This design comes from an exercise in tuning for small area and a short achievable clock period on the open sky130 flow, not from production work.
No run shown here included a check of the RTL's function; only the layout flow was run.
Power is estimated from default activity; no workload was simulated.

==> flow/design.v (outline; a module is shown in full before it is edited, if it fits) <==
// module logical: 93 lines
// module arithmetic: 152 lines
// module multiplier: 902 lines
// module ALU: 49 lines
module ALU(
input clk,
input [15:0] a, b,
input [3*8:0] op,
output [31:0] out
    );
  // ...
==> flow/flow/run.sh <==
#!/bin/bash
# Layout flow: the standard ORFS flow, with
#  - the generated multiplier, adder and result-select modules mapped gate for gate onto
#    cells (flow/map_cells.py) before synthesis, so Yosys keeps their structure as written;
#  - small port buffers, a small clock tree without dummy loads, and an optional
#    timing-repair slack target.
set -euo pipefail
MARGIN=$(cat flow/margin.txt 2>/dev/null || echo 0)
BUF=$(cat flow/portbuf.txt 2>/dev/null || echo sky130_fd_sc_hd__buf_2)
CTS=$(cat flow/cts_args.txt 2>/dev/null || echo "-sink_clustering_enable -repair_clock_nets")
python3 flow/map_cells.py design.v design_mapped.v > map_cells.log 2>&1
bash standard.sh "VERILOG_FILES=$PWD/design_mapped.v" "BUFFER_PORTS_ARGS=-buffer_cell $BUF" \
  "SETUP_SLACK_MARGIN=$MARGIN" "CTS_ARGS=$CTS" finish > standard.log 2>&1
==> flow/flow/cts_args.txt <==
-buf_list sky130_fd_sc_hd__clkbuf_4 -root_buf sky130_fd_sc_hd__clkbuf_8 -sink_clustering_enable -sink_clustering_size 8 -sink_clustering_max_diameter 60 -dont_use_dummy_load -repair_clock_nets
==> flow/flow/map_cells.py <==
#!/usr/bin/env python3
"""Maps the generated modules of design.v (multiplier, arithmetic, logical) gate for gate onto sky130
cells before synthesis. In those modules each gate is one assign driving a net named KIND_N
(KIND_N_s / KIND_N_c for the sum and carry of an adder); KIND names the cell. Other lines are
kept; the multiplier's product register becomes dfxtp cells named as Yosys names them.
usage: map_cells.py design.v out.v"""
import re, sys

CELL = {
    'inv': ('inv_1', ['A'], ['Y']),
    'nand2': ('nand2_1', ['A', 'B'], ['Y']),
    'nor2': ('nor2_1', ['A', 'B'], ['Y']),
    'fa': ('fa_1', ['A', 'B', 'CIN'], ['SUM', 'COUT']),
    'ha': ('ha_1', ['A', 'B'], ['SUM', 'COUT']),
    'xor2': ('xor2_1', ['A', 'B'], ['X']),
    'xnor2': ('xnor2_1', ['A', 'B'], ['Y']),
    'a21oi': ('a21oi_1', ['A1', 'A2', 'B1'], ['Y']),
    'o21ai': ('o21ai_1', ['A1', 'A2', 'B1'], ['Y']),
    'a222oi': ('a222oi_1', ['A1', 'A2', 'B1', 'B2', 'C1', 'C2'], ['Y']),
    'a22oi': ('a22oi_1', ['A1', 'A2', 'B1', 'B2'], ['Y']),
    'nand3': ('nand3_1', ['A', 'B', 'C'], ['Y']),
    'and2': ('and2_1', ['A', 'B'], ['X']),
    'and2b': ('and2b_1', ['A_N', 'B'], ['X']),
    'nor2b': ('nor2b_1', ['A', 'B_N'], ['Y']),
    'nor3': ('nor3_1', ['A', 'B', 'C'], ['Y']),
    'nor4': ('nor4_1', ['A', 'B', 'C', 'D'], ['Y']),
    'nand4': ('nand4_1', ['A', 'B', 'C', 'D'], ['Y']),
    'a21o': ('a21o_1', ['A1', 'A2', 'B1'], ['X']),
}
# drive strength by fanout inside the module: (fanout at least, cell)
SIZES = {
    'inv': [(4, 'inv_2'), (8, 'inv_4')],
    'nand2': [(4, 'nand2_2')],
    'nor2': [(4, 'nor2_2'), (8, 'nor2_4')],
    'a21oi': [(4, 'a21oi_2'), (8, 'a21oi_4')],
    'o21ai': [(5, 'o21ai_2'), (9, 'o21ai_4')],
    'nor3': [(4, 'nor3_2'), (8, 'nor3_4')],
    'and2': [(4, 'and2_2'), (8, 'and2_4')],
}
IDENT = r'[A-Za-z_][A-Za-z0-9_]*(?:\s*\[\s*\d+\s*\])?'
GATE = re.compile(r'\s*assign\s+((' + '|'.join(CELL) + r')(?:X(\d+))?_(\d+)(?:_([sc]))?)\s*=\s*([^;]*);\s*$')


def map_module(mod):
    gates = {}
    out = []
    for line in mod.split('\n'):
        m = GATE.match(line)
        if not m:
            out.append(line)
            continue
        lhs, kind, size, idx, part, rhs = m.groups()
        ins = []
        for t in re.findall(IDENT, rhs):
            t = re.sub(r'\s+', '', t)
            if t not in ins:
                ins.append(t)
        e = gates.get(idx)
        if e is None:
            e = gates[idx] = {'kind': kind, 'size': size, 'ins': None, 'outs': {}, 'pos': len(out)}
            out.append(None)
        if part in (None, 's'):
            e['ins'] = ins
        e['outs'][part] = lhs
    fanout = {}
    for e in gates.values():
        for s in e['ins']:
            fanout[s] = fanout.get(s, 0) + 1
    for line in out:
        if line is not None and not line.lstrip().startswith('sky130'):
            for t in re.findall(IDENT, line):
                fanout[t] = fanout.get(t, 0) + 1
    for idx, e in gates.items():
        cell, ip, op = CELL[e['kind']]
        outs0 = list(e['outs'].values())
        fo = max(fanout.get(o, 0) for o in outs0)
        for lim, big in SIZES.get(e['kind'], []):
            if fo >= lim:
                cell = big
        if e['size']:
            cell = cell.rsplit('_', 1)[0] + '_' + e['size']
        assert len(e['ins']) == len(ip), (idx, e)
        outs = [e['outs'][None]] if None in e['outs'] else [e['outs']['s'], e['outs']['c']]
        pins = [f'.{p}({s})' for p, s in zip(ip, e['ins'])] + \
               [f'.{p}({s})' for p, s in zip(op, outs)]
        out[e['pos']] = f'sky130_fd_sc_hd__{cell} g{idx} (' + ', '.join(pins) + ');'
    text = '\n'.join(out)
    m = re.search(r'always\s*@\s*\(\s*posedge\s+clk\s*\)\s*C\s*<=\s*prod\s*;', text)
    if m:
        regs = '\n'.join(f'sky130_fd_sc_hd__dfxtp_1 \\C[{c}]$_DFF_P_  (.CLK(clk), .D(prod[{c}]), .Q(C[{c}]));'
                         for c in range(32))
        text = text[:m.start()] + regs + text[m.end():]
        text = re.sub(r'output\s+reg\s+\[31:0\]\s*C', 'output [31:0] C', text)
    return text, len(gates)


src = open(sys.argv[1]).read()
total = 0
for name in ('multiplier', 'arithmetic', 'logical'):
    m = re.search(r'module\s+' + name + r'\s*\(.*?\bendmodule\b', src, re.S)
    if m:
        text, n = map_module(m.group(0))
        src = src[:m.start()] + text + src[m.end():]
        total += n
open(sys.argv[2], 'w').write(src)
print(f'mapped {total} gates', file=sys.stderr)
==> flow/standard.sh <==
#!/bin/bash
# synth_recipe.tcl (not shown) runs the flow's synth.tcl, then flattens the netlist and writes it again
# the make line also repeats each setting of config.mk as NAME=value (left out here)
make -C /OpenROAD-flow-scripts/flow DESIGN_CONFIG=/design/flow/config.mk WORK_HOME=/design/flow/orfs CLKGATE_MAP_FILE= SYNTH_SCRIPT=/design/flow/synth_recipe.tcl "${@:-finish}"
==> flow/config.mk <==
export PLATFORM = sky130hd
export DESIGN_NAME = ALU
export DESIGN_NICKNAME = ALU
export VERILOG_FILES = /design/flow/design.v
export SDC_FILE = /design/flow/constraint.sdc
export NUM_CORES = 4
export LEC_CHECK = 0
export CAP_MARGIN = 20
export CORE_MARGIN = 2
export CORE_UTILIZATION = 40
export SLEW_MARGIN = 20
==> flow/constraint.sdc <==
create_clock -name core_clock -period 28.0 [get_ports {clk}]
set_input_delay 5.6000 -clock core_clock [delete_from_list [all_inputs] [get_ports {clk}]]
set_output_delay 5.6000 -clock core_clock [all_outputs]
set_load 0.01 [all_outputs]
==> notes.md, run 1 <==
The number of global-route vias before repair came out at around 8300. The kind of cell with the highest combined delay along the critical path is compound AO/OA/AOI/OAI gates. In this run the worst path has a maximum fanout of 9. The estimated wirelength of the detail-placed design is between 20000 and 25000 µm. The startpoint identified for the worst hold timing path is a[0]. The net switching share of the total power is a little over two fifths.

The sequential share of power is about 32%. The clock slew seen by the registers of the worst setup and hold paths is about 60 ps. The transition at the pin with the smallest max-transition slack is 946 ps.

The final routed wire length divided by cell count came out at 20.9 µm. The switching power summed over all nets came out at between 0.06 and 0.07 mW. The clock buffer count from CTS came out at 5. The setup path with the least slack is of type in -> out. The highest clock rate came out at 70.2 MHz. After synthesis, the share of flip-flops with an asynchronous set or reset is 0%.

The number of placed instances with taps included came out at 1346. Summed over all cells, the static leakage comes to between 5 and 6 nW. The run finished with no timing, DRC or antenna violations. TritonCTS built the clock tree.

The clock network consumes a total of between 0.03 and 0.04 mW. The well tap count is approximately 290. The largest registers in the layout are M.C (32). The number of buffers and inverters on the critical path is 2. The core outline area is 22600 µm².

The top cell type's share of synthesized area came out at between 40 and 50%. There are 32 flip-flops and latches. The average via count per standard cell is 5.80. The detailed router finished its first iteration with around 630 violations.

The wire length reported by the detailed router came out at 28200 µm. The dominant cell by count in the synthesized netlist is sky130_fd_sc_hd__nor2_1. The post-route netlist has 17.1% of its cells at a drive strength greater than 1. Of the total synthesized cell area, the portion taken by XOR and XNOR cells is around a tenth.
==> module arithmetic, before the edit <==
module arithmetic(input [15:0] A, input [15:0] B, input [2:0] o, output [15:0] S, output [1:0] lt, output [15:0] p, output [15:0] g);
wire nor2b_10001, nor2X2_10002, nor2X2_10003, nor2X2_10004, nor2X2_10005, xor2_10006, xor2_10007, and2b_10008, xor2_10009, xor2_10010, and2b_10011, xor2_10012, xor2_10013, and2b_10014, xor2_10015, xor2_10016;
wire and2b_10017, xor2_10018, xor2_10019, and2b_10020, xor2_10021, xor2_10022, and2b_10023, xor2_10024, xor2_10025, and2b_10026, xor2_10027, xor2_10028, and2b_10029, xor2_10030, xor2_10031, and2b_10032;
wire xor2_10033, xor2_10034, and2b_10035, xor2_10036, xor2_10037, and2b_10038, xor2_10039, xor2_10040, and2b_10041, xor2_10042, xor2_10043, and2b_10044, xor2_10045, xor2_10046, and2b_10047, xor2_10048;
wire xor2_10049, and2b_10050, xor2_10051, xor2_10052, and2b_10053, a21oi_10054, a21oi_10055, nand2_10056, a21oi_10057, nand2_10058, a21oi_10059, nand2_10060, a21oi_10061, nand2_10062, a21oi_10063, nand2_10064;
wire a21oi_10065, nand2_10066, a21oi_10067, nand2_10068, inv_10069, a21oi_10070, o21ai_10071, inv_10072, a21oi_10073, inv_10074, nand2_10075, o21ai_10076, nor2_10077, inv_10078, a21oi_10079, inv_10080;
wire nand2_10081, o21ai_10082, nor2_10083, inv_10084, a21oi_10085, inv_10086, nand2_10087, o21ai_10088, nor2_10089, a21oi_10090, inv_10091, o21ai_10092, inv_10093, o21ai_10094, a21oi_10095, a21oi_10096;
wire nand2_10097, inv_10098, o21ai_10099, inv_10100, nand2_10101, inv_10102, o21ai_10103, inv_10104, nand2_10105, a21oi_10106, nand2_10107, inv_10108, a21oi_10109, o21ai_10110, o21ai_10111, inv_10112;
wire a21oi_10113, o21ai_10114, inv_10115, o21ai_10116, inv_10117, o21ai_10118, o21ai_10119, xor2_10121, xnor2_10122, xnor2_10123, xor2_10124, xnor2_10125, xor2_10126, xor2_10127, xnor2_10128, xnor2_10129;
wire xor2_10130, xor2_10131, xnor2_10132, xor2_10133, xor2_10134, xor2_10135, xor2_10136, a21oiX4_10137, a21oiX4_10138;
assign nor2b_10001 = ~o[0] & o[2];
assign nor2X2_10002 = ~(o[1] | nor2b_10001);
assign nor2X2_10003 = ~(o[1] | nor2b_10001);
assign nor2X2_10004 = ~(o[1] | nor2b_10001);
assign nor2X2_10005 = ~(o[1] | nor2b_10001);
assign xor2_10006 = A[0] ^ B[0];
assign xor2_10007 = xor2_10006 ^ nor2X2_10002;
assign and2b_10008 = ~xor2_10007 & A[0];
assign xor2_10009 = A[1] ^ B[1];
assign xor2_10010 = xor2_10009 ^ nor2X2_10002;
assign and2b_10011 = ~xor2_10010 & A[1];
assign xor2_10012 = A[2] ^ B[2];
assign xor2_10013 = xor2_10012 ^ nor2X2_10002;
assign and2b_10014 = ~xor2_10013 & A[2];
assign xor2_10015 = A[3] ^ B[3];
assign xor2_10016 = xor2_10015 ^ nor2X2_10002;
assign and2b_10017 = ~xor2_10016 & A[3];
assign xor2_10018 = A[4] ^ B[4];
assign xor2_10019 = xor2_10018 ^ nor2X2_10003;
assign and2b_10020 = ~xor2_10019 & A[4];
assign xor2_10021 = A[5] ^ B[5];
assign xor2_10022 = xor2_10021 ^ nor2X2_10003;
assign and2b_10023 = ~xor2_10022 & A[5];
assign xor2_10024 = A[6] ^ B[6];
assign xor2_10025 = xor2_10024 ^ nor2X2_10003;
assign and2b_10026 = ~xor2_10025 & A[6];
assign xor2_10027 = A[7] ^ B[7];
assign xor2_10028 = xor2_10027 ^ nor2X2_10003;
assign and2b_10029 = ~xor2_10028 & A[7];
assign xor2_10030 = A[8] ^ B[8];
assign xor2_10031 = xor2_10030 ^ nor2X2_10004;
assign and2b_10032 = ~xor2_10031 & A[8];
assign xor2_10033 = A[9] ^ B[9];
assign xor2_10034 = xor2_10033 ^ nor2X2_10004;
assign and2b_10035 = ~xor2_10034 & A[9];
assign xor2_10036 = A[10] ^ B[10];
assign xor2_10037 = xor2_10036 ^ nor2X2_10004;
assign and2b_10038 = ~xor2_10037 & A[10];
assign xor2_10039 = A[11] ^ B[11];
assign xor2_10040 = xor2_10039 ^ nor2X2_10004;
assign and2b_10041 = ~xor2_10040 & A[11];
assign xor2_10042 = A[12] ^ B[12];
assign xor2_10043 = xor2_10042 ^ nor2X2_10005;
assign and2b_10044 = ~xor2_10043 & A[12];
assign xor2_10045 = A[13] ^ B[13];
assign xor2_10046 = xor2_10045 ^ nor2X2_10005;
assign and2b_10047 = ~xor2_10046 & A[13];
assign xor2_10048 = A[14] ^ B[14];
assign xor2_10049 = xor2_10048 ^ nor2X2_10005;
assign and2b_10050 = ~xor2_10049 & A[14];
assign xor2_10051 = A[15] ^ B[15];
assign xor2_10052 = xor2_10051 ^ nor2X2_10005;
assign and2b_10053 = ~xor2_10052 & A[15];
assign a21oi_10054 = ~((xor2_10007 & nor2X2_10002) | and2b_10008);
assign a21oi_10055 = ~((xor2_10013 & and2b_10011) | and2b_10014);
assign nand2_10056 = ~(xor2_10013 & xor2_10010);
assign a21oi_10057 = ~((xor2_10019 & and2b_10017) | and2b_10020);
assign nand2_10058 = ~(xor2_10019 & xor2_10016);
assign a21oi_10059 = ~((xor2_10025 & and2b_10023) | and2b_10026);
assign nand2_10060 = ~(xor2_10025 & xor2_10022);
assign a21oi_10061 = ~((xor2_10031 & and2b_10029) | and2b_10032);
assign nand2_10062 = ~(xor2_10031 & xor2_10028);
assign a21oi_10063 = ~((xor2_10037 & and2b_10035) | and2b_10038);
assign nand2_10064 = ~(xor2_10037 & xor2_10034);
assign a21oi_10065 = ~((xor2_10043 & and2b_10041) | and2b_10044);
assign nand2_10066 = ~(xor2_10043 & xor2_10040);
assign a21oi_10067 = ~((xor2_10049 & and2b_10047) | and2b_10050);
assign nand2_10068 = ~(xor2_10049 & xor2_10046);
assign inv_10069 = ~a21oi_10054;
assign a21oi_10070 = ~((xor2_10010 & inv_10069) | and2b_10011);
assign o21ai_10071 = ~((nand2_10056 | a21oi_10054) & a21oi_10055);
assign inv_10072 = ~a21oi_10057;
assign a21oi_10073 = ~((xor2_10022 & inv_10072) | and2b_10023);
assign inv_10074 = ~nand2_10058;
assign nand2_10075 = ~(xor2_10022 & inv_10074);
assign o21ai_10076 = ~((nand2_10060 | a21oi_10057) & a21oi_10059);
assign nor2_10077 = ~(nand2_10060 | nand2_10058);
assign inv_10078 = ~a21oi_10061;
assign a21oi_10079 = ~((xor2_10034 & inv_10078) | and2b_10035);
assign inv_10080 = ~nand2_10062;
assign nand2_10081 = ~(xor2_10034 & inv_10080);
assign o21ai_10082 = ~((nand2_10064 | a21oi_10061) & a21oi_10063);
assign nor2_10083 = ~(nand2_10064 | nand2_10062);
assign inv_10084 = ~a21oi_10065;
assign a21oi_10085 = ~((xor2_10046 & inv_10084) | and2b_10047);
assign inv_10086 = ~nand2_10066;
assign nand2_10087 = ~(xor2_10046 & inv_10086);
assign o21ai_10088 = ~((nand2_10068 | a21oi_10065) & a21oi_10067);
assign nor2_10089 = ~(nand2_10068 | nand2_10066);
assign a21oi_10090 = ~((xor2_10016 & o21ai_10071) | and2b_10017);
assign inv_10091 = ~o21ai_10071;
assign o21ai_10092 = ~((nand2_10058 | inv_10091) & a21oi_10057);
assign inv_10093 = ~o21ai_10071;
assign o21ai_10094 = ~((nand2_10075 | inv_10093) & a21oi_10073);
assign a21oi_10095 = ~((nor2_10077 & o21ai_10071) | o21ai_10076);
assign a21oi_10096 = ~((xor2_10040 & o21ai_10082) | and2b_10041);
assign nand2_10097 = ~(xor2_10040 & nor2_10083);
assign inv_10098 = ~o21ai_10082;
assign o21ai_10099 = ~((nand2_10066 | inv_10098) & a21oi_10065);
assign inv_10100 = ~nand2_10066;
assign nand2_10101 = ~(inv_10100 & nor2_10083);
assign inv_10102 = ~o21ai_10082;
assign o21ai_10103 = ~((nand2_10087 | inv_10102) & a21oi_10085);
assign inv_10104 = ~nand2_10087;
assign nand2_10105 = ~(inv_10104 & nor2_10083);
assign a21oi_10106 = ~((nor2_10089 & o21ai_10082) | o21ai_10088);
assign nand2_10107 = ~(nor2_10089 & nor2_10083);
assign inv_10108 = ~a21oi_10095;
assign a21oi_10109 = ~((xor2_10028 & inv_10108) | and2b_10029);
assign o21ai_10110 = ~((nand2_10062 | a21oi_10095) & a21oi_10061);
assign o21ai_10111 = ~((nand2_10081 | a21oi_10095) & a21oi_10079);
assign inv_10112 = ~a21oi_10095;
assign a21oi_10113 = ~((nor2_10083 & inv_10112) | o21ai_10082);
assign o21ai_10114 = ~((nand2_10097 | a21oi_10095) & a21oi_10096);
assign inv_10115 = ~o21ai_10099;
assign o21ai_10116 = ~((nand2_10101 | a21oi_10095) & inv_10115);
assign inv_10117 = ~o21ai_10103;
assign o21ai_10118 = ~((nand2_10105 | a21oi_10095) & inv_10117);
assign o21ai_10119 = ~((nand2_10107 | a21oi_10095) & a21oi_10106);
assign xor2_10121 = xor2_10007 ^ nor2X2_10002;
assign xnor2_10122 = ~(xor2_10010 ^ a21oi_10054);
assign xnor2_10123 = ~(xor2_10013 ^ a21oi_10070);
assign xor2_10124 = xor2_10016 ^ o21ai_10071;
assign xnor2_10125 = ~(xor2_10019 ^ a21oi_10090);
assign xor2_10126 = xor2_10022 ^ o21ai_10092;
assign xor2_10127 = xor2_10025 ^ o21ai_10094;
assign xnor2_10128 = ~(xor2_10028 ^ a21oi_10095);
assign xnor2_10129 = ~(xor2_10031 ^ a21oi_10109);
assign xor2_10130 = xor2_10034 ^ o21ai_10110;
assign xor2_10131 = xor2_10037 ^ o21ai_10111;
assign xnor2_10132 = ~(xor2_10040 ^ a21oi_10113);
assign xor2_10133 = xor2_10043 ^ o21ai_10114;
assign xor2_10134 = xor2_10046 ^ o21ai_10116;
assign xor2_10135 = xor2_10049 ^ o21ai_10118;
assign xor2_10136 = xor2_10052 ^ o21ai_10119;
assign a21oiX4_10137 = ~((xor2_10052 & o21ai_10119) | and2b_10053);
assign a21oiX4_10138 = ~((xor2_10052 & o21ai_10119) | and2b_10053);
assign S = {xor2_10136, xor2_10135, xor2_10134, xor2_10133, xnor2_10132, xor2_10131, xor2_10130, xnor2_10129, xnor2_10128, xor2_10127, xor2_10126, xnor2_10125, xor2_10124, xnor2_10123, xnor2_10122, xor2_10121};
assign p = {xor2_10051, xor2_10048, xor2_10045, xor2_10042, xor2_10039, xor2_10036, xor2_10033, xor2_10030, xor2_10027, xor2_10024, xor2_10021, xor2_10018, xor2_10015, xor2_10012, xor2_10009, xor2_10006};
assign g = {and2b_10053, and2b_10050, and2b_10047, and2b_10044, and2b_10041, and2b_10038, and2b_10035, and2b_10032, and2b_10029, and2b_10026, and2b_10023, and2b_10020, and2b_10017, and2b_10014, and2b_10011, and2b_10008};
assign lt = {a21oiX4_10138, a21oiX4_10137};
endmodule
==> module ALU, before the edit <==
module ALU(
input clk,
input [15:0] a, b,
input [3*8:0] op,
output [31:0] out
    );
wire [7:0] c0 = op[7:0], c1 = op[15:8], c2 = op[23:16];
wire z2  = (op[24:16] == 9'd0);          
wire z1  = z2 & (c1 == 8'd0);            
wire t3  = ~op[24];                      
wire is_mul  = z1 & (c0 == "*");
wire is_add  = z1 & (c0 == "+");
wire is_sub  = z1 & (c0 == "-");
wire is_not  = z1 & (c0 == "~");
wire is_or   = z1 & (c0 == "|");
wire is_and  = z1 & (c0 == "&");
wire is_xor  = z1 & (c0 == "^");
wire tl      = z2 & (c1 == "~");
wire is_nand = tl & (c0 == "&");
wire is_nor  = tl & (c0 == "|");
wire is_xnor = tl & (c0 == "^");
wire is_shl  = z2 & (c1 == "<") & (c0 == "<");
wire is_shr  = z2 & (c1 == ">") & (c0 == ">");
wire as_     = t3 & (c2 == "a") & (c1 == "s");
wire ro_     = t3 & (c2 == "r") & (c1 == "o");
wire is_asl  = as_ & (c0 == "l");
wire is_asr  = as_ & (c0 == "r");
wire is_rol  = ro_ & (c0 == "l");
wire is_ror  = ro_ & (c0 == "r");
wire is_cmp  = t3 & (c2 == "c") & (c1 == "m") & (c0 == "p");
wire [15:0] s, p, g;
wire [1:0] lt;                           
arithmetic AA1(.A(a), .B(b), .o(op[2:0]), .S(s), .lt(lt), .p(p), .g(g));
wire ne = |p;                            
wire [31:0] m;
multiplier M(.clk(clk), .A1(a), .B1(b), .op(op), .C(m));
wire as = is_add | is_sub;
logical L(.a(a), .p(p), .g(g), .s(s), .m(m[16:0]),
  .k_g(is_and | is_or | is_nand | is_nor),
  .k_p(is_or | is_xor | is_nor | is_xnor),
  .k_a(is_not),
  .inv(is_not | is_nand | is_nor | is_xnor),
  .as(as), .add(is_add),
  .left(is_shl | is_asl | is_rol), .rol(is_rol),
  .right(is_shr | is_asr | is_ror), .asr(is_asr), .ror(is_ror),
  .mul(is_mul), .cmp(is_cmp), .lt(lt), .ne(ne),
  .x(out[16:0]));
assign out[31:17] = {15{is_mul}} & m[31:17];
endmodule
==> run 2, diff against run 1 <==
--- a/flow/design.v
+++ b/flow/design.v
@@ -91,157 +91,156 @@
 assign a21o_20084 = (mul & m[16]) | nor2_20083;
 assign x = {a21o_20084, nand4_20081, nand3_20075, nand3_20070, nand3_20065, nand3_20060, nand3_20055, nand3_20050, nand3_20045, nand3_20040, nand3_20035, nand3_20030, nand3_20025, nand3_20020, nand3_20015, nand3_20010, nand3_20005};
 endmodule
-module arithmetic(input [15:0] A, input [15:0] B, input [2:0] o, output [15:0] S, output [1:0] lt, output [15:0] p, output [15:0] g);
-wire nor2b_10001, nor2X2_10002, nor2X2_10003, nor2X2_10004, nor2X2_10005, xor2_10006, xor2_10007, and2b_10008, xor2_10009, xor2_10010, and2b_10011, xor2_10012, xor2_10013, and2b_10014, xor2_10015, xor2_10016;
-wire and2b_10017, xor2_10018, xor2_10019, and2b_10020, xor2_10021, xor2_10022, and2b_10023, xor2_10024, xor2_10025, and2b_10026, xor2_10027, xor2_10028, and2b_10029, xor2_10030, xor2_10031, and2b_10032;
-wire xor2_10033, xor2_10034, and2b_10035, xor2_10036, xor2_10037, and2b_10038, xor2_10039, xor2_10040, and2b_10041, xor2_10042, xor2_10043, and2b_10044, xor2_10045, xor2_10046, and2b_10047, xor2_10048;
-wire xor2_10049, and2b_10050, xor2_10051, xor2_10052, and2b_10053, a21oi_10054, a21oi_10055, nand2_10056, a21oi_10057, nand2_10058, a21oi_10059, nand2_10060, a21oi_10061, nand2_10062, a21oi_10063, nand2_10064;
-wire a21oi_10065, nand2_10066, a21oi_10067, nand2_10068, inv_10069, a21oi_10070, o21ai_10071, inv_10072, a21oi_10073, inv_10074, nand2_10075, o21ai_10076, nor2_10077, inv_10078, a21oi_10079, inv_10080;
-wire nand2_10081, o21ai_10082, nor2_10083, inv_10084, a21oi_10085, inv_10086, nand2_10087, o21ai_10088, nor2_10089, a21oi_10090, inv_10091, o21ai_10092, inv_10093, o21ai_10094, a21oi_10095, a21oi_10096;
-wire nand2_10097, inv_10098, o21ai_10099, inv_10100, nand2_10101, inv_10102, o21ai_10103, inv_10104, nand2_10105, a21oi_10106, nand2_10107, inv_10108, a21oi_10109, o21ai_10110, o21ai_10111, inv_10112;
-wire a21oi_10113, o21ai_10114, inv_10115, o21ai_10116, inv_10117, o21ai_10118, o21ai_10119, xor2_10121, xnor2_10122, xnor2_10123, xor2_10124, xnor2_10125, xor2_10126, xor2_10127, xnor2_10128, xnor2_10129;
-wire xor2_10130, xor2_10131, xnor2_10132, xor2_10133, xor2_10134, xor2_10135, xor2_10136, a21oiX4_10137, a21oiX4_10138;
-assign nor2b_10001 = ~o[0] & o[2];
-assign nor2X2_10002 = ~(o[1] | nor2b_10001);
-assign nor2X2_10003 = ~(o[1] | nor2b_10001);
-assign nor2X2_10004 = ~(o[1] | nor2b_10001);
-assign nor2X2_10005 = ~(o[1] | nor2b_10001);
-assign xor2_10006 = A[0] ^ B[0];
-assign xor2_10007 = xor2_10006 ^ nor2X2_10002;
-assign and2b_10008 = ~xor2_10007 & A[0];
-assign xor2_10009 = A[1] ^ B[1];
-assign xor2_10010 = xor2_10009 ^ nor2X2_10002;
-assign and2b_10011 = ~xor2_10010 & A[1];
-assign xor2_10012 = A[2] ^ B[2];
-assign xor2_10013 = xor2_10012 ^ nor2X2_10002;
-assign and2b_10014 = ~xor2_10013 & A[2];
-assign xor2_10015 = A[3] ^ B[3];
-assign xor2_10016 = xor2_10015 ^ nor2X2_10002;
-assign and2b_10017 = ~xor2_10016 & A[3];
-assign xor2_10018 = A[4] ^ B[4];
-assign xor2_10019 = xor2_10018 ^ nor2X2_10003;
-assign and2b_10020 = ~xor2_10019 & A[4];
-assign xor2_10021 = A[5] ^ B[5];
-assign xor2_10022 = xor2_10021 ^ nor2X2_10003;
-assign and2b_10023 = ~xor2_10022 & A[5];
-assign xor2_10024 = A[6] ^ B[6];
-assign xor2_10025 = xor2_10024 ^ nor2X2_10003;
-assign and2b_10026 = ~xor2_10025 & A[6];
-assign xor2_10027 = A[7] ^ B[7];
-assign xor2_10028 = xor2_10027 ^ nor2X2_10003;
-assign and2b_10029 = ~xor2_10028 & A[7];
-assign xor2_10030 = A[8] ^ B[8];
-assign xor2_10031 = xor2_10030 ^ nor2X2_10004;
-assign and2b_10032 = ~xor2_10031 & A[8];
-assign xor2_10033 = A[9] ^ B[9];
-assign xor2_10034 = xor2_10033 ^ nor2X2_10004;
-assign and2b_10035 = ~xor2_10034 & A[9];
-assign xor2_10036 = A[10] ^ B[10];
-assign xor2_10037 = xor2_10036 ^ nor2X2_10004;
-assign and2b_10038 = ~xor2_10037 & A[10];
-assign xor2_10039 = A[11] ^ B[11];
-assign xor2_10040 = xor2_10039 ^ nor2X2_10004;
-assign and2b_10041 = ~xor2_10040 & A[11];
-assign xor2_10042 = A[12] ^ B[12];
-assign xor2_10043 = xor2_10042 ^ nor2X2_10005;
-assign and2b_10044 = ~xor2_10043 & A[12];
-assign xor2_10045 = A[13] ^ B[13];
-assign xor2_10046 = xor2_10045 ^ nor2X2_10005;
-assign and2b_10047 = ~xor2_10046 & A[13];
-assign xor2_10048 = A[14] ^ B[14];
-assign xor2_10049 = xor2_10048 ^ nor2X2_10005;
-assign and2b_10050 = ~xor2_10049 & A[14];
-assign xor2_10051 = A[15] ^ B[15];
-assign xor2_10052 = xor2_10051 ^ nor2X2_10005;
-assign and2b_10053 = ~xor2_10052 & A[15];
-assign a21oi_10054 = ~((xor2_10007 & nor2X2_10002) | and2b_10008);
-assign a21oi_10055 = ~((xor2_10013 & and2b_10011) | and2b_10014);
-assign nand2_10056 = ~(xor2_10013 & xor2_10010);
-assign a21oi_10057 = ~((xor2_10019 & and2b_10017) | and2b_10020);
-assign nand2_10058 = ~(xor2_10019 & xor2_10016);
-assign a21oi_10059 = ~((xor2_10025 & and2b_10023) | and2b_10026);
-assign nand2_10060 = ~(xor2_10025 & xor2_10022);
-assign a21oi_10061 = ~((xor2_10031 & and2b_10029) | and2b_10032);
-assign nand2_10062 = ~(xor2_10031 & xor2_10028);
-assign a21oi_10063 = ~((xor2_10037 & and2b_10035) | and2b_10038);
-assign nand2_10064 = ~(xor2_10037 & xor2_10034);
-assign a21oi_10065 = ~((xor2_10043 & and2b_10041) | and2b_10044);
-assign nand2_10066 = ~(xor2_10043 & xor2_10040);
-assign a21oi_10067 = ~((xor2_10049 & and2b_10047) | and2b_10050);
-assign nand2_10068 = ~(xor2_10049 & xor2_10046);
-assign inv_10069 = ~a21oi_10054;
-assign a21oi_10070 = ~((xor2_10010 & inv_10069) | and2b_10011);
-assign o21ai_10071 = ~((nand2_10056 | a21oi_10054) & a21oi_10055);
-assign inv_10072 = ~a21oi_10057;
-assign a21oi_10073 = ~((xor2_10022 & inv_10072) | and2b_10023);
-assign inv_10074 = ~nand2_10058;
-assign nand2_10075 = ~(xor2_10022 & inv_10074);
-assign o21ai_10076 = ~((nand2_10060 | a21oi_10057) & a21oi_10059);
-assign nor2_10077 = ~(nand2_10060 | nand2_10058);
-assign inv_10078 = ~a21oi_10061;
-assign a21oi_10079 = ~((xor2_10034 & inv_10078) | and2b_10035);
-assign inv_10080 = ~nand2_10062;
-assign nand2_10081 = ~(xor2_10034 & inv_10080);
-assign o21ai_10082 = ~((nand2_10064 | a21oi_10061) & a21oi_10063);
-assign nor2_10083 = ~(nand2_10064 | nand2_10062);
-assign inv_10084 = ~a21oi_10065;
-assign a21oi_10085 = ~((xor2_10046 & inv_10084) | and2b_10047);
-assign inv_10086 = ~nand2_10066;
-assign nand2_10087 = ~(xor2_10046 & inv_10086);
-assign o21ai_10088 = ~((nand2_10068 | a21oi_10065) & a21oi_10067);
-assign nor2_10089 = ~(nand2_10068 | nand2_10066);
-assign a21oi_10090 = ~((xor2_10016 & o21ai_10071) | and2b_10017);
-assign inv_10091 = ~o21ai_10071;
-assign o21ai_10092 = ~((nand2_10058 | inv_10091) & a21oi_10057);
-assign inv_10093 = ~o21ai_10071;
-assign o21ai_10094 = ~((nand2_10075 | inv_10093) & a21oi_10073);
-assign a21oi_10095 = ~((nor2_10077 & o21ai_10071) | o21ai_10076);
-assign a21oi_10096 = ~((xor2_10040 & o21ai_10082) | and2b_10041);
-assign nand2_10097 = ~(xor2_10040 & nor2_10083);
-assign inv_10098 = ~o21ai_10082;
-assign o21ai_10099 = ~((nand2_10066 | inv_10098) & a21oi_10065);
-assign inv_10100 = ~nand2_10066;
-assign nand2_10101 = ~(inv_10100 & nor2_10083);
-assign inv_10102 = ~o21ai_10082;
-assign o21ai_10103 = ~((nand2_10087 | inv_10102) & a21oi_10085);
-assign inv_10104 = ~nand2_10087;
-assign nand2_10105 = ~(inv_10104 & nor2_10083);
-assign a21oi_10106 = ~((nor2_10089 & o21ai_10082) | o21ai_10088);
-assign nand2_10107 = ~(nor2_10089 & nor2_10083);
-assign inv_10108 = ~a21oi_10095;
-assign a21oi_10109 = ~((xor2_10028 & inv_10108) | and2b_10029);
-assign o21ai_10110 = ~((nand2_10062 | a21oi_10095) & a21oi_10061);
-assign o21ai_10111 = ~((nand2_10081 | a21oi_10095) & a21oi_10079);
-assign inv_10112 = ~a21oi_10095;
-assign a21oi_10113 = ~((nor2_10083 & inv_10112) | o21ai_10082);
-assign o21ai_10114 = ~((nand2_10097 | a21oi_10095) & a21oi_10096);
-assign inv_10115 = ~o21ai_10099;
-assign o21ai_10116 = ~((nand2_10101 | a21oi_10095) & inv_10115);
-assign inv_10117 = ~o21ai_10103;
-assign o21ai_10118 = ~((nand2_10105 | a21oi_10095) & inv_10117);
-assign o21ai_10119 = ~((nand2_10107 | a21oi_10095) & a21oi_10106);
-assign xor2_10121 = xor2_10007 ^ nor2X2_10002;
-assign xnor2_10122 = ~(xor2_10010 ^ a21oi_10054);
-assign xnor2_10123 = ~(xor2_10013 ^ a21oi_10070);
-assign xor2_10124 = xor2_10016 ^ o21ai_10071;
-assign xnor2_10125 = ~(xor2_10019 ^ a21oi_10090);
-assign xor2_10126 = xor2_10022 ^ o21ai_10092;
-assign xor2_10127 = xor2_10025 ^ o21ai_10094;
-assign xnor2_10128 = ~(xor2_10028 ^ a21oi_10095);
-assign xnor2_10129 = ~(xor2_10031 ^ a21oi_10109);
-assign xor2_10130 = xor2_10034 ^ o21ai_10110;
-assign xor2_10131 = xor2_10037 ^ o21ai_10111;
-assign xnor2_10132 = ~(xor2_10040 ^ a21oi_10113);
-assign xor2_10133 = xor2_10043 ^ o21ai_10114;
-assign xor2_10134 = xor2_10046 ^ o21ai_10116;
-assign xor2_10135 = xor2_10049 ^ o21ai_10118;
-assign xor2_10136 = xor2_10052 ^ o21ai_10119;
-assign a21oiX4_10137 = ~((xor2_10052 & o21ai_10119) | and2b_10053);
-assign a21oiX4_10138 = ~((xor2_10052 & o21ai_10119) | and2b_10053);
-assign S = {xor2_10136, xor2_10135, xor2_10134, xor2_10133, xnor2_10132, xor2_10131, xor2_10130, xnor2_10129, xnor2_10128, xor2_10127, xor2_10126, xnor2_10125, xor2_10124, xnor2_10123, xnor2_10122, xor2_10121};
-assign p = {xor2_10051, xor2_10048, xor2_10045, xor2_10042, xor2_10039, xor2_10036, xor2_10033, xor2_10030, xor2_10027, xor2_10024, xor2_10021, xor2_10018, xor2_10015, xor2_10012, xor2_10009, xor2_10006};
-assign g = {and2b_10053, and2b_10050, and2b_10047, and2b_10044, and2b_10041, and2b_10038, and2b_10035, and2b_10032, and2b_10029, and2b_10026, and2b_10023, and2b_10020, and2b_10017, and2b_10014, and2b_10011, and2b_10008};
-assign lt = {a21oiX4_10138, a21oiX4_10137};
+module arithmetic(input [15:0] A, input [15:0] B, input o1, output [15:0] S, output [1:0] lt, output [15:0] p, output [15:0] g);
+wire invX2_10001, invX2_10002, invX2_10003, invX2_10004, xor2_10005, xor2_10006, and2b_10007, xor2_10008, xor2_10009, and2b_10010, xor2_10011, xor2_10012, and2b_10013, xor2_10014, xor2_10015, and2b_10016;
+wire xor2_10017, xor2_10018, and2b_10019, xor2_10020, xor2_10021, and2b_10022, xor2_10023, xor2_10024, and2b_10025, xor2_10026, xor2_10027, and2b_10028, xor2_10029, xor2_10030, and2b_10031, xor2_10032;
+wire xor2_10033, and2b_10034, xor2_10035, xor2_10036, and2b_10037, xor2_10038, xor2_10039, and2b_10040, xor2_10041, xor2_10042, and2b_10043, xor2_10044, xor2_10045, and2b_10046, xor2_10047, xor2_10048;
+wire and2b_10049, xor2_10050, xor2_10051, and2b_10052, a21oi_10053, a21oi_10054, nand2_10055, a21oi_10056, nand2_10057, a21oi_10058, nand2_10059, a21oi_10060, nand2_10061, a21oi_10062, nand2_10063, a21oi_10064;
+wire nand2_10065, a21oi_10066, nand2_10067, inv_10068, a21oi_10069, o21ai_10070, inv_10071, a21oi_10072, inv_10073, nand2_10074, o21ai_10075, nor2_10076, inv_10077, a21oi_10078, inv_10079, nand2_10080;
+wire o21ai_10081, nor2_10082, inv_10083, a21oi_10084, inv_10085, nand2_10086, o21ai_10087, nor2_10088, a21oi_10089, inv_10090, o21ai_10091, inv_10092, o21ai_10093, a21oi_10094, a21oi_10095, nand2_10096;
+wire inv_10097, o21ai_10098, inv_10099, nand2_10100, inv_10101, o21ai_10102, inv_10103, nand2_10104, a21oi_10105, nand2_10106, inv_10107, a21oi_10108, o21ai_10109, o21ai_10110, inv_10111, a21oi_10112;
+wire o21ai_10113, inv_10114, o21ai_10115, inv_10116, o21ai_10117, o21ai_10118, xor2_10120, xnor2_10121, xnor2_10122, xor2_10123, xnor2_10124, xor2_10125, xor2_10126, xnor2_10127, xnor2_10128, xor2_10129;
+wire xor2_10130, xnor2_10131, xor2_10132, xor2_10133, xor2_10134, xor2_10135, a21oiX4_10136, a21oiX4_10137;
+assign invX2_10001 = ~o1;
+assign invX2_10002 = ~o1;
+assign invX2_10003 = ~o1;
+assign invX2_10004 = ~o1;
+assign xor2_10005 = A[0] ^ B[0];
+assign xor2_10006 = xor2_10005 ^ invX2_10001;
+assign and2b_10007 = ~xor2_10006 & A[0];
+assign xor2_10008 = A[1] ^ B[1];
+assign xor2_10009 = xor2_10008 ^ invX2_10001;
+assign and2b_10010 = ~xor2_10009 & A[1];
+assign xor2_10011 = A[2] ^ B[2];
+assign xor2_10012 = xor2_10011 ^ invX2_10001;
+assign and2b_10013 = ~xor2_10012 & A[2];
+assign xor2_10014 = A[3] ^ B[3];
+assign xor2_10015 = xor2_10014 ^ invX2_10001;
+assign and2b_10016 = ~xor2_10015 & A[3];
+assign xor2_10017 = A[4] ^ B[4];
+assign xor2_10018 = xor2_10017 ^ invX2_10002;
+assign and2b_10019 = ~xor2_10018 & A[4];
+assign xor2_10020 = A[5] ^ B[5];
+assign xor2_10021 = xor2_10020 ^ invX2_10002;
+assign and2b_10022 = ~xor2_10021 & A[5];
+assign xor2_10023 = A[6] ^ B[6];
+assign xor2_10024 = xor2_10023 ^ invX2_10002;
+assign and2b_10025 = ~xor2_10024 & A[6];
+assign xor2_10026 = A[7] ^ B[7];
+assign xor2_10027 = xor2_10026 ^ invX2_10002;
+assign and2b_10028 = ~xor2_10027 & A[7];
+assign xor2_10029 = A[8] ^ B[8];
+assign xor2_10030 = xor2_10029 ^ invX2_10003;
+assign and2b_10031 = ~xor2_10030 & A[8];
+assign xor2_10032 = A[9] ^ B[9];
+assign xor2_10033 = xor2_10032 ^ invX2_10003;
+assign and2b_10034 = ~xor2_10033 & A[9];
+assign xor2_10035 = A[10] ^ B[10];
+assign xor2_10036 = xor2_10035 ^ invX2_10003;
+assign and2b_10037 = ~xor2_10036 & A[10];
+assign xor2_10038 = A[11] ^ B[11];
+assign xor2_10039 = xor2_10038 ^ invX2_10003;
+assign and2b_10040 = ~xor2_10039 & A[11];
+assign xor2_10041 = A[12] ^ B[12];
+assign xor2_10042 = xor2_10041 ^ invX2_10004;
+assign and2b_10043 = ~xor2_10042 & A[12];
+assign xor2_10044 = A[13] ^ B[13];
+assign xor2_10045 = xor2_10044 ^ invX2_10004;
+assign and2b_10046 = ~xor2_10045 & A[13];
+assign xor2_10047 = A[14] ^ B[14];
+assign xor2_10048 = xor2_10047 ^ invX2_10004;
+assign and2b_10049 = ~xor2_10048 & A[14];
+assign xor2_10050 = A[15] ^ B[15];
+assign xor2_10051 = xor2_10050 ^ invX2_10004;
+assign and2b_10052 = ~xor2_10051 & A[15];
+assign a21oi_10053 = ~((xor2_10006 & invX2_10001) | and2b_10007);
+assign a21oi_10054 = ~((xor2_10012 & and2b_10010) | and2b_10013);
+assign nand2_10055 = ~(xor2_10012 & xor2_10009);
+assign a21oi_10056 = ~((xor2_10018 & and2b_10016) | and2b_10019);
+assign nand2_10057 = ~(xor2_10018 & xor2_10015);
+assign a21oi_10058 = ~((xor2_10024 & and2b_10022) | and2b_10025);
+assign nand2_10059 = ~(xor2_10024 & xor2_10021);
+assign a21oi_10060 = ~((xor2_10030 & and2b_10028) | and2b_10031);
+assign nand2_10061 = ~(xor2_10030 & xor2_10027);
+assign a21oi_10062 = ~((xor2_10036 & and2b_10034) | and2b_10037);
+assign nand2_10063 = ~(xor2_10036 & xor2_10033);
+assign a21oi_10064 = ~((xor2_10042 & and2b_10040) | and2b_10043);
+assign nand2_10065 = ~(xor2_10042 & xor2_10039);
+assign a21oi_10066 = ~((xor2_10048 & and2b_10046) | and2b_10049);
+assign nand2_10067 = ~(xor2_10048 & xor2_10045);
+assign inv_10068 = ~a21oi_10053;
+assign a21oi_10069 = ~((xor2_10009 & inv_10068) | and2b_10010);
+assign o21ai_10070 = ~((nand2_10055 | a21oi_10053) & a21oi_10054);
+assign inv_10071 = ~a21oi_10056;
+assign a21oi_10072 = ~((xor2_10021 & inv_10071) | and2b_10022);
+assign inv_10073 = ~nand2_10057;
+assign nand2_10074 = ~(xor2_10021 & inv_10073);
+assign o21ai_10075 = ~((nand2_10059 | a21oi_10056) & a21oi_10058);
+assign nor2_10076 = ~(nand2_10059 | nand2_10057);
+assign inv_10077 = ~a21oi_10060;
+assign a21oi_10078 = ~((xor2_10033 & inv_10077) | and2b_10034);
+assign inv_10079 = ~nand2_10061;
+assign nand2_10080 = ~(xor2_10033 & inv_10079);
+assign o21ai_10081 = ~((nand2_10063 | a21oi_10060) & a21oi_10062);
+assign nor2_10082 = ~(nand2_10063 | nand2_10061);
+assign inv_10083 = ~a21oi_10064;
+assign a21oi_10084 = ~((xor2_10045 & inv_10083) | and2b_10046);
+assign inv_10085 = ~nand2_10065;
+assign nand2_10086 = ~(xor2_10045 & inv_10085);
+assign o21ai_10087 = ~((nand2_10067 | a21oi_10064) & a21oi_10066);
+assign nor2_10088 = ~(nand2_10067 | nand2_10065);
+assign a21oi_10089 = ~((xor2_10015 & o21ai_10070) | and2b_10016);
+assign inv_10090 = ~o21ai_10070;
+assign o21ai_10091 = ~((nand2_10057 | inv_10090) & a21oi_10056);
+assign inv_10092 = ~o21ai_10070;
+assign o21ai_10093 = ~((nand2_10074 | inv_10092) & a21oi_10072);
+assign a21oi_10094 = ~((nor2_10076 & o21ai_10070) | o21ai_10075);
+assign a21oi_10095 = ~((xor2_10039 & o21ai_10081) | and2b_10040);
+assign nand2_10096 = ~(xor2_10039 & nor2_10082);
+assign inv_10097 = ~o21ai_10081;
+assign o21ai_10098 = ~((nand2_10065 | inv_10097) & a21oi_10064);
+assign inv_10099 = ~nand2_10065;
+assign nand2_10100 = ~(inv_10099 & nor2_10082);
+assign inv_10101 = ~o21ai_10081;
+assign o21ai_10102 = ~((nand2_10086 | inv_10101) & a21oi_10084);
+assign inv_10103 = ~nand2_10086;
+assign nand2_10104 = ~(inv_10103 & nor2_10082);
+assign a21oi_10105 = ~((nor2_10088 & o21ai_10081) | o21ai_10087);
+assign nand2_10106 = ~(nor2_10088 & nor2_10082);
+assign inv_10107 = ~a21oi_10094;
+assign a21oi_10108 = ~((xor2_10027 & inv_10107) | and2b_10028);
+assign o21ai_10109 = ~((nand2_10061 | a21oi_10094) & a21oi_10060);
+assign o21ai_10110 = ~((nand2_10080 | a21oi_10094) & a21oi_10078);
+assign inv_10111 = ~a21oi_10094;
+assign a21oi_10112 = ~((nor2_10082 & inv_10111) | o21ai_10081);
+assign o21ai_10113 = ~((nand2_10096 | a21oi_10094) & a21oi_10095);
+assign inv_10114 = ~o21ai_10098;
+assign o21ai_10115 = ~((nand2_10100 | a21oi_10094) & inv_10114);
+assign inv_10116 = ~o21ai_10102;
+assign o21ai_10117 = ~((nand2_10104 | a21oi_10094) & inv_10116);
+assign o21ai_10118 = ~((nand2_10106 | a21oi_10094) & a21oi_10105);
+assign xor2_10120 = xor2_10006 ^ invX2_10001;
+assign xnor2_10121 = ~(xor2_10009 ^ a21oi_10053);
+assign xnor2_10122 = ~(xor2_10012 ^ a21oi_10069);
+assign xor2_10123 = xor2_10015 ^ o21ai_10070;
+assign xnor2_10124 = ~(xor2_10018 ^ a21oi_10089);
+assign xor2_10125 = xor2_10021 ^ o21ai_10091;
+assign xor2_10126 = xor2_10024 ^ o21ai_10093;
+assign xnor2_10127 = ~(xor2_10027 ^ a21oi_10094);
+assign xnor2_10128 = ~(xor2_10030 ^ a21oi_10108);
+assign xor2_10129 = xor2_10033 ^ o21ai_10109;
+assign xor2_10130 = xor2_10036 ^ o21ai_10110;
+assign xnor2_10131 = ~(xor2_10039 ^ a21oi_10112);
+assign xor2_10132 = xor2_10042 ^ o21ai_10113;
+assign xor2_10133 = xor2_10045 ^ o21ai_10115;
+assign xor2_10134 = xor2_10048 ^ o21ai_10117;
+assign xor2_10135 = xor2_10051 ^ o21ai_10118;
+assign a21oiX4_10136 = ~((xor2_10051 & o21ai_10118) | and2b_10052);
+assign a21oiX4_10137 = ~((xor2_10051 & o21ai_10118) | and2b_10052);
+assign S = {xor2_10135, xor2_10134, xor2_10133, xor2_10132, xnor2_10131, xor2_10130, xor2_10129, xnor2_10128, xnor2_10127, xor2_10126, xor2_10125, xnor2_10124, xor2_10123, xnor2_10122, xnor2_10121, xor2_10120};
+assign p = {xor2_10050, xor2_10047, xor2_10044, xor2_10041, xor2_10038, xor2_10035, xor2_10032, xor2_10029, xor2_10026, xor2_10023, xor2_10020, xor2_10017, xor2_10014, xor2_10011, xor2_10008, xor2_10005};
+assign g = {and2b_10052, and2b_10049, and2b_10046, and2b_10043, and2b_10040, and2b_10037, and2b_10034, and2b_10031, and2b_10028, and2b_10025, and2b_10022, and2b_10019, and2b_10016, and2b_10013, and2b_10010, and2b_10007};
+assign lt = {a21oiX4_10137, a21oiX4_10136};
 endmodule
 module multiplier(input clk, input [15:0] A1, input [15:0] B1, input [24:0] op, output reg [31:0] C);
 wire nor4_1, nor4_2, nor4_3, nor4_4, nor4_5, nor2_6, nand4_7, nand2_8, nand3_9, nor3_10, inv_11, inv_12, inv_13, inv_14, inv_15, inv_16;
@@ -1177,15 +1176,15 @@
 wire is_cmp  = t3 & (c2 == "c") & (c1 == "m") & (c0 == "p");
 wire [15:0] s, p, g;
 wire [1:0] lt;                           
-arithmetic AA1(.A(a), .B(b), .o(op[2:0]), .S(s), .lt(lt), .p(p), .g(g));
+arithmetic AA1(.A(a), .B(b), .o1(op[1]), .S(s), .lt(lt), .p(p), .g(g));
 wire ne = |p;                            
 wire [31:0] m;
 multiplier M(.clk(clk), .A1(a), .B1(b), .op(op), .C(m));
 wire as = is_add | is_sub;
 logical L(.a(a), .p(p), .g(g), .s(s), .m(m[16:0]),
-  .k_g(is_and | is_or | is_nand | is_nor),
+  .k_g(is_and | is_nand),
   .k_p(is_or | is_xor | is_nor | is_xnor),
-  .k_a(is_not),
+  .k_a(is_not | is_or | is_nor),
   .inv(is_not | is_nand | is_nor | is_xnor),
   .as(as), .add(is_add),
   .left(is_shl | is_asl | is_rol), .rol(is_rol),
==> run 2 against run 1 <==
Largest power group unchanged. Still clean. Highest routed layer unchanged. Worst hold slack better by 26 ps. Wire length down 0.12%. Clock-buffer cell count unchanged. Largest cell class unchanged. Design area down 0.49%. First-iteration DRC count up 29%. Critical path depth unchanged.
==> notes.md, run 2 <==
The flip-flop count of the largest register, all copies and words added is 32. The register ranked first by flip-flop count is M.C. The initial DRC count came out at 808 (+29%). The diode insertion count for antenna repair came out at 0. The power per cell area is about 14 nW/µm².

Setup repair after global routing left no endpoint under its margin. The share of flip-flops with an asynchronous set or reset is 0% (unchanged). The largest area contributor in the synthesized netlist is sky130_fd_sc_hd__fa_1. The floorplan step defined a die boundary enclosing ~24000 µm². The cell area after synthesis is 9130 µm². The initial antenna violation count came out at 0. The area of all placed cells without fillers is 9930 µm². The area of placed instances is 9860 µm². The initial utilization of the core area, before any placement, comes to between 40% and 50%. For this run, the leading register cell type out of synthesis is sky130_fd_sc_hd__dfxtp_1. The final routed wire length divided by cell count came out at 20.9 µm (+0.40%).

The TritonCTS sink count is 32. The library cells used most frequently in the layout, excluding fill and tap cells, are 278 x sky130_fd_sc_hd__nor2_1, 206 x sky130_fd_sc_hd__fa_1, 89 x sky130_fd_sc_hd__buf_2. The standby leakage power came out at 5.08 nW (-0.11%). The slowest stage of the critical path belongs to the cell sky130_fd_sc_hd__xor2_1. The most common cell in the synthesized netlist is sky130_fd_sc_hd__nor2_1. The required time of the worst setup path came out at around 22000 ps. The biggest fanout along the worst timing path was 9 (unchanged). The headroom to the max-slew limit is roughly half. The number of buffers and inverters on the critical path is 3 (+1). The wire length of the first global-routing pass came out at 45100 µm.

The share of the Yosys chip area taken by registers is around 7%. The number of buffers added to fix hold violations after cts is 0. The worst IR drop on VDD is ~0.014 mV. The top-level port count came out at 90. The share of post-route cells with drive strength above 1 is 17.0% (-0.076 points). The number of gates resized after CTS was 0.

The number of global-route vias before repair came out at 8122 (-2.2%). The estimated wirelength of the detail-placed design is 20600 µm (-2.3%). The number of remaining DRC errors came out at 0. The count of H-tree levels built during CTS came out at 2. The top cell type's share of synthesized area was 45.2% (+0.33 points). The path type of the worst min-delay path is in -> reg. The flow ran to the end and the layout has no timing, DRC or antenna violations. The max-capacitance violation count came out at 0.

STA classifies the critical path endpoint as an output port. The congestion estimate from routability-driven global placement came to 0.863. Measured along the y axis, the die boundary spans between 150 and 200 µm.

The maximum count of clock buffers along a single path is 2. The largest registers in the layout are M.C (32). Counting instances, the worst hold path has a depth of 3. In this run the tool buffered the top-level ports with between 80 and 90 buffer cells.

The clock slew seen by the registers of the worst setup and hold paths came out at 60 ps (about the same). Measured on the finished design, the core utilization comes to around 44%. The classification of the worst setup path is in -> out. The die is approximately 160 µm wide.

The TritonCTS clock tree is yes. The critical path goes through buf_2 -> xor2_1 -> xor2_1 -> and2b_1 -> a21oi_1 -> o21ai_2 -> a21oi_4 -> inv_1 -> a21oi_1 -> xnor2_1 -> a222oi_1 -> nand3_1 -> buf_2. The final layout contains around 1300 nets. Relative to the synthesized area, the layout overhead comes to 8.73%.

Counting flops with a built-in enable in the synthesized netlist gives 0. In this run the core area contains 55 standard-cell rows. The number of synthesis warnings is 0. The wire length reported by the detailed router is 28200 µm (-0.12%). The number of setup buffers added after CTS is 0. The final-report setup violation count came out at 0. The core outline area came out at 22500 µm² (-0.30%).

The count of cell types in the netlist came out at a little under 50. The total overflow reported by the global router came out at 0. The clock period minus worst slack came out at approximately 14000 ps. The clock buffer count from CTS came out at 5 (unchanged).

The cell sitting at the root of the clock tree is a sky130_fd_sc_hd__clkbuf_8. The net count after synthesis is around 1300. The post-route antenna net violation count is 0. The number of hold violations in the final report is 0. Entering global routing, the biggest net connects 33 pins.

The overall power consumption came out at 0.138 mW. The global router's overall resource usage came out at around a quarter. For this run, the slowest stage of the critical path takes about 350 ps. The detailed router placed between 7000 and 8000 vias in this run. Summed over all failing endpoints, the final setup total negative slack is 0 ps. The critical path's top delay family is compound AO/OA/AOI/OAI gates. The number of max-slew violations in the final report is 0. The filler cells instantiated in the layout total approximately 2200. The highest clock rate came out at 71.8 MHz (+2.3%).

The number of iterations in the first detailed-routing pass came out at 7. Leaving out fill and tap cells, the most frequent cell in the layout is sky130_fd_sc_hd__nor2_1. The critical path runs through a total of 13 cells.

The number of storage elements in the synthesis netlist came out at 32. Ranked by total cell area, the synthesized netlist is headed by sky130_fd_sc_hd__fa_1 45%, sky130_fd_sc_hd__nor2_1 11%, sky130_fd_sc_hd__dfxtp_1 7.0%, sky130_fd_sc_hd__xor2_1 6.2%, sky130_fd_sc_hd__xnor2_1 3.5%. Synthesis produced ~1000 cells. The transition at the pin with the smallest max-transition slack came out at 743 ps (-204 ps). After synthesis, the mean cell area works out to 9.34 µm². Data arrives at the worst endpoint at between 8000 and 9000 ps.

STA classifies the critical path startpoint as a primary input. Sorting the synthesized cells by how often they occur yields 278 x sky130_fd_sc_hd__nor2_1, 206 x sky130_fd_sc_hd__fa_1, 65 x sky130_fd_sc_hd__xor2_1. The average via count per standard cell is 5.79 (-0.17%). The worst path uses 49.7% of the clock period.
[run 2: changes by cell type in the layout (fill, tap and decap cells not counted), moves of 4 or more]
cell                      change
sky130_fd_sc_hd__nand3_1      -5
sky130_fd_sc_hd__nor4b_1      -4
sky130_fd_sc_hd__inv_2        +4
sky130_fd_sc_hd__nor2_2       -6
[run 2: power breakdown]
part / internal, mW / switching [mW]
logic: 0.0178 / 0.0406
registers: 0.0455 / 0.00000000281
clock network: 0.0160 / 0.0181
total: 0.0793 / 0.0587
[run 2: stage by stage]
step	setup WS [ps]	instances	hold slack [ps]
2_1_floorplan	13760	978	5760
3_3_place_gp	14120	1339	6080
3_5_place_dp	14100	1339	6080
4_1_cts	14080	1344	5780
5_1_grt	13850	1344	5820
6_report	14070	1344	5790
[run 2: tightest hold or removal path, cell delays in order]
cell and delay [ps]:
sky130_fd_sc_hd__buf_2 180, sky130_fd_sc_hd__inv_4 140, sky130_fd_sc_hd__nor2_1 120
[run 2: routing by layer]
layer	global-route usage, %	routed length (µm)	up-vias
met5	0	0	-
met2	41.5	13900	400
met1	32.3	11300	3928
met4	7.14	691	0
li1	-	-	3404
met3	2.62	2250	52
[run 2: logic make-up after synthesis]
| kind of cell | share of synthesized area [%] |
|---|---|
| XOR/XNOR | 9.78 |
| AND/OR/NAND/NOR | 22.3 |
| flip-flops | 7.02 |
| adder cells (fa/ha/maj) | 47.4 |
| AO/OA/AOI/OAI | 9.65 |
| buffers and inverters | 3.85 |
[run 2: worst paths after layout]
path	from	to	slack (ps)
setup / recovery	a[2]	out[8]	14070
hold / removal	a[0]	M.C[0]$_DFF_P_	5790
[run 2: cell type report]
class                      instances  area, µm²  area share, %
clock buffer                       5       68.8          0.693
inverter                          45        209           2.10
multi-input combinational        882       8160           82.2
sequential                        32        641           6.45
tap                              285        357           3.59
timing repair buffer              95        490           4.94

## what the ideal ports hide
No port has a modelled driver above. Below, the same layouts with a new extraction and two added sets of constraints.
Step 1 assumes that a clkbuf_16 drives the clock port and a buf_2 every other input.
Step 2 times the ports against the registers' clock, not the clock port: input delays grow and output delays shrink by t, the midpoint of the rising clock arrivals with the driver on.
a / b / c = no drivers / after step 1 / after step 2; a / b = the first two.
run | t (ns) | slack for setup (ns) | hold WS [ns] | worst setup path at the end
run 1 | 0.339 | 13.746 / 13.713 / 13.713 | 5.762 / 5.755 / 6.094 | input to output
run 2 | 0.335 | 14.071 / 14.040 / 14.040 | 5.789 / 5.775 / 6.109 | input to output
After both steps setup and hold are still met in every run listed. The setup slack of run 1, which loses most, moves by -0.033 ns with the drivers and by -0.033 ns with both steps.
